This is an optimization exercise on Yosys and OpenROAD, whose aim is a short achievable clock period, not a production implementation.
In this exercise RTL edits were held to simulation tests only and were not proved equivalent to the original.

==> v19 <==
Design processador, start of the top module:
module processador (clk, Reset, Chaves, switch, display1, display2, display3, display4, display5, display6, display7, display8, saida_Display,
saidaPC, Instrucao, EscreveMem, Dados_escrita_mem, Dados_leitura_mem, Resultado_ULA);
	input clk, Reset, switch;
	input [9:0] Chaves;
	output wire [31:0] saida_Display, saidaPC;
	input [31:0] Instrucao;
	output wire EscreveMem;
	output wire [31:0] Dados_escrita_mem;
	input [31:0] Dados_leitura_mem;
	output wire [6:0] display1, display2, display3, display4, display5, display6, display7, display8;
	output wire [63:0] Resultado_ULA;
	integer k;
	wire WriteHILO, EscreveReg, OrigALU, LeMem, EscreveMemC, MemparaReg, WriteRa, BifNot, Slt,
	     Jump, JumpR, Out, In, Break, Branch;
	wire [1:0] RegDst;
	wire [3:0] controleALU;
	unidade_Controle UndControle(
		.Opcode(Instrucao[31:26]), .WriteHILO(WriteHILO), .EscreveReg(EscreveReg),
		.OrigALU(OrigALU), .LeMem(LeMem), .EscreveMem(EscreveMemC), .MemparaReg(MemparaReg),
		.WriteRa(WriteRa), .BifNot(BifNot), .Slt(Slt), .Jump(Jump), .JumpR(JumpR),
		.Out(Out), .In(In), .Break(Break), .Branch(Branch), .RegDst(RegDst),
		.controleALU(controleALU));
	wire [4:0] rs = Instrucao[25:21];
	wire [4:0] rt = Instrucao[20:16];
	wire [4:0] rd = Instrucao[15:11];
	wire [4:0] sh = Instrucao[10:6];
	wire [31:0] imm = {{16{Instrucao[15]}}, Instrucao[15:0]};
	reg [32*32-1:0] R;             
	reg [32*68-1:0] MS1;           
	reg [32*70-1:0] MS3;           
	reg pvA, pvB;                  
	reg [4:0] paA;                 
	reg [31:0] pxA, pxB;           
	reg [31:0] PC;
	reg paradaIO;
	reg [31:0] RS;
	wire [67:0] rA1, rB1;
	wire [69:0] rA3, rB3;
	recip recA (.x(pxA), .M1(rA1), .M3(rA3));
	recip recB (.x(pxB), .M1(rB1), .M3(rB3));
	wire [31:0] b;
	wire zero, slt;
  ...
Settings: LEC_CHECK=0, ABC_CLOCK_PERIOD_IN_PS=1000, CAP_MARGIN=40, CORE_MARGIN=2, CORE_UTILIZATION=30, PLACE_DENSITY=0.38, SLEW_MARGIN=20, SYNTH_HIERARCHICAL=1, SYNTH_MINIMUM_KEEP_SIZE=0; clock period 230.0 ns.
standard.sh (not shown) runs the stock make flow with config.mk's settings and CLKGATE_MAP_FILE= SYNTH_SCRIPT=/design/flow/synth_recipe.tcl, a recipe that flattens the netlist after the stock synthesis.
==> flow/flow/run.sh <==
#!/bin/bash
set -euo pipefail
bash standard.sh synth > synth.log 2>&1
bash standard.sh SETUP_SLACK_MARGIN=130 finish > layout.log 2>&1
==> v31 (differences from v19) <==
- CELL_PAD_IN_SITES_DETAIL_PLACEMENT: unset -> 1
- CORE_UTILIZATION: 30 -> 25
- PLACE_DENSITY: 0.38 -> 0.34
==> summary.md <==
| Metric | Value |
|---|---|
| Via density | between 6 and 7 |
| Critical path peak fanout | between 50 and 60 |
| Tmin final | 106.36 ns |
| ANT cells | between 1000 and 1500 |
| Area of the multi-input gates | between 400000 and 500000 µm² |
| Area grow syn2layout | 16.1% |
| Largest net degree at the start of global routing | around 190 |
| SO Viols | slew limit |
| FMAX | between 9 and 10 MHz |
| Crit path to | Resultado_ULA[62] |
| Max Slew Vio Count | between 40 and 50 |
| Met1 Use GR | 0.487 |
| Status | failed layout checks |
| Routability cong. | about 1.1 |
| Fraction of area in registers | 0.162 |
| Wire length on met1 | 1630000 µm |
| Number of non-clock buffers | between 4000 and 5000 |
The numbers above come from v19.

==> summary.md <==
| Metric | Value |
|---|---|
| Fraction of area in registers | 0.161 |
| SO Viols | antenna rules, slew limit |
| Met1 Use GR | 0.454 |
| FMAX | 9.37 MHz |
| Antenna Violating Nets Remaining | 1 |
| Max Slew Vio Count | 48 |
| Number of global-route vias before repair | ~640k |
| Most common cell after layout, fill and taps aside | nand2_1 |
| Area grow syn2layout | 16.8% |
| Wire length on met1 | 1840000 µm |
| Status | failed layout checks |
| ANT cells | ~640 |
| Tmin final | ~110 ns |
| Routability cong. | 1.09 |
| Crit path to | Resultado_ULA[57] |
| Largest net degree at the start of global routing | 211 |
The numbers above come from v31.

[re-timing with driven ports]
No port has a modelled driver above. Below, the same layouts with a new extraction and two added sets of constraints. Step 1 sets driving cells, clkbuf_16 on the clock port and buf_2 on the other inputs (assumed; they add their load-dependent delay and slew). Step 2 adds t to the input delays and takes it off the output delays; t is the mean of the earliest and latest rising clock arrival at the registers after step 1. Input paths then give back, and output paths get back, about the clock's delay inside the block. Three values: ideal ports, drivers, drivers and shift; two values: the first two.
| run | t, ns | setup slack, ns | hold slack, ns | worst setup path at the end | clock arrival spread, ns |
|---|---|---|---|---|---|
| v19 | 1.489 | 123.636 / 123.074 / 123.074 | 0.452 / 0.452 / 0.452 | input to output | 0.216 / 0.216 |
| v31 | 1.529 | 123.277 / 122.796 / 122.796 | 0.454 / 0.454 / 0.454 | input to output | 0.205 / 0.204 |
The setup slack of v19, which loses most, moves by -0.562 ns with the drivers and by -0.562 ns with both steps.
